This design comes from an exercise in tuning for small area and a short achievable clock period on the open sky130 flow, not from production work. Where RTL was checked, it was by simulation tests only, not by an equivalence proof against the original. No activity file was given, so power comes from the tool's default toggle rates.

==> flow/design.v <==
module FIFO (clk,rst,en,wdata,wr_rd,rdata,valid,full,empty);
  input clk;
  input rst;
  input en;
  input wr_rd;
  input [7:0] wdata;
  output reg [7:0] rdata;
  output valid;
  output reg full;
  output reg empty;
  reg [7:0] mem[0:127];
  reg [7:0]  lo[0:3];   
  reg [15:0] hi;        
  wire wr = en & wr_rd & ~full;
  wire rd = en & ~wr_rd & ~empty;
  assign valid = en & ~wr_rd;
  integer i;
  always @(posedge clk) begin
    if (wr) begin
      mem[0] <= wdata;
      for (i = 1; i < 128; i = i + 1) mem[i] <= mem[i-1];
    end
  end
  reg [7:0] grp[0:15];
  reg [7:0] q;
  integer g, k;
  always @* begin
    for (g = 0; g < 16; g = g + 1) begin
      grp[g] = 8'd0;
      for (k = 0; k < 8; k = k + 1)
        grp[g] = grp[g] | (mem[8*g+k] & {{2{lo[3][k]}}, {2{lo[2][k]}}, {2{lo[1][k]}}, {2{lo[0][k]}}});
    end
    q = 8'd0;
    for (g = 0; g < 16; g = g + 1)
      q = q | (grp[g] & {8{hi[g]}});
  end
  integer c;
  always @(posedge clk) begin
    if (rst) begin
      for (c = 0; c < 4; c = c + 1) lo[c] <= 8'h80;
      hi    <= 16'h8000;
      full  <= 1'b0;
      empty <= 1'b1;
      rdata <= 8'd0;
    end else if (wr) begin
      for (c = 0; c < 4; c = c + 1) lo[c] <= {lo[c][6:0], lo[c][7]};
      if (lo[0][7]) hi <= {hi[14:0], hi[15]};
      empty <= 1'b0;
      full  <= lo[0][6] & hi[15];
    end else if (rd) begin
      for (c = 0; c < 4; c = c + 1) lo[c] <= {lo[c][0], lo[c][7:1]};
      if (lo[0][0]) hi <= {hi[0], hi[15:1]};
      full  <= 1'b0;
      empty <= lo[0][0] & hi[0];
      rdata <= q;
    end
  end
endmodule
export LEC_CHECK = 0
export CAP_MARGIN = 20
export CORE_MARGIN = 2
export CORE_UTILIZATION = 65
export SETUP_SLACK_MARGIN = 1.6
export SLEW_MARGIN = 20
create_clock -name core_clock -period 3.5 [get_ports {clk}]
standard.sh (not shown) runs the stock make flow with config.mk's settings and CLKGATE_MAP_FILE= SYNTH_SCRIPT=/design/flow/synth_recipe.tcl, a recipe that flattens the netlist after the stock synthesis.
==> flow/flow/run.sh <==
#!/bin/bash
set -euo pipefail
export CTS_ARGS="-sink_clustering_enable -repair_clock_nets -dont_use_dummy_load -sink_clustering_size 24 -sink_clustering_max_diameter 80"
bash standard.sh finish > standard_flow.log 2>&1
The baseline passed the timing, design-rule and antenna checks.
Next try:
--- a/flow/design.v
+++ b/flow/design.v
@@ -11,15 +11,18 @@
   reg [7:0] mem[0:127];
   reg [7:0]  lo[0:3];   
   reg [15:0] hi;        
+  reg  [7:0] fullc;    
   wire wr = en & wr_rd & ~full;
+  wire [7:0] wrb = {8{en & wr_rd}} & ~fullc;   
   wire rd = en & ~wr_rd & ~empty;
   assign valid = en & ~wr_rd;
-  integer i;
+  integer i, b;
   always @(posedge clk) begin
-    if (wr) begin
-      mem[0] <= wdata;
-      for (i = 1; i < 128; i = i + 1) mem[i] <= mem[i-1];
-    end
+    for (b = 0; b < 8; b = b + 1)
+      if (wrb[b]) begin
+        mem[0][b] <= wdata[b];
+        for (i = 1; i < 128; i = i + 1) mem[i][b] <= mem[i-1][b];
+      end
   end
   reg [7:0] grp[0:15];
   reg [7:0] q;
@@ -40,6 +43,7 @@
       for (c = 0; c < 4; c = c + 1) lo[c] <= 8'h80;
       hi    <= 16'h8000;
       full  <= 1'b0;
+      fullc <= 8'd0;
       empty <= 1'b1;
       rdata <= 8'd0;
     end else if (wr) begin
@@ -47,10 +51,12 @@
       if (lo[0][7]) hi <= {hi[14:0], hi[15]};
       empty <= 1'b0;
       full  <= lo[0][6] & hi[15];
+      for (c = 0; c < 8; c = c + 1) fullc[c] <= lo[c/2][6] & hi[15];
     end else if (rd) begin
       for (c = 0; c < 4; c = c + 1) lo[c] <= {lo[c][0], lo[c][7:1]};
       if (lo[0][0]) hi <= {hi[0], hi[15:1]};
       full  <= 1'b0;
+      fullc <= 8'd0;
       empty <= lo[0][0] & hi[0];
       rdata <= q;
     end
=>
- The changed run finished with timing, DRC and antenna clean
- maximum frequency rose by 0.42%
- worst setup slack improves by 0.0081 ns
- power fell by 0.86%
- final cell count fell by 0.96%
- worst hold slack improves by 0.011 ns
- wire length fell by 1.5%
- flip-flop and latch count rose by 3
- register-to-register slack stays flat
- clock power barely changes
- sequential power is about the same
- cell area fell by 1.5%
Function not checked in the second run of this note: the RTL went through the layout flow alone.

separate check: timing with driven ports:
No port has a modelled driver above. Below, the same layouts with a new extraction and two added sets of constraints.
Step 1, drivers: a clkbuf_16 drives clk and a buf_2 each remaining input, both assumed.
Step 2 adds t to the input delays and takes it off the output delays; t is the mean of the earliest and latest rising clock arrival at the registers after step 1. Input paths then give back, and output paths get back, about the clock's delay inside the block.
Slacks: no drivers / after step 1 / after step 2; pairs: no drivers / after step 1.
run	shift t [ns]	setup WS [ns]	clock arrival spread, ns
the first run	0.674	1.590 / 1.588 / 1.160	0.044 / 0.044
the second run	0.690	1.598 / 1.579 / 1.002	0.033 / 0.033
After both steps setup and hold are still met in every run listed. The setup slack of the second run, which loses most, moves by -0.019 ns with the drivers and by -0.596 ns with both steps.
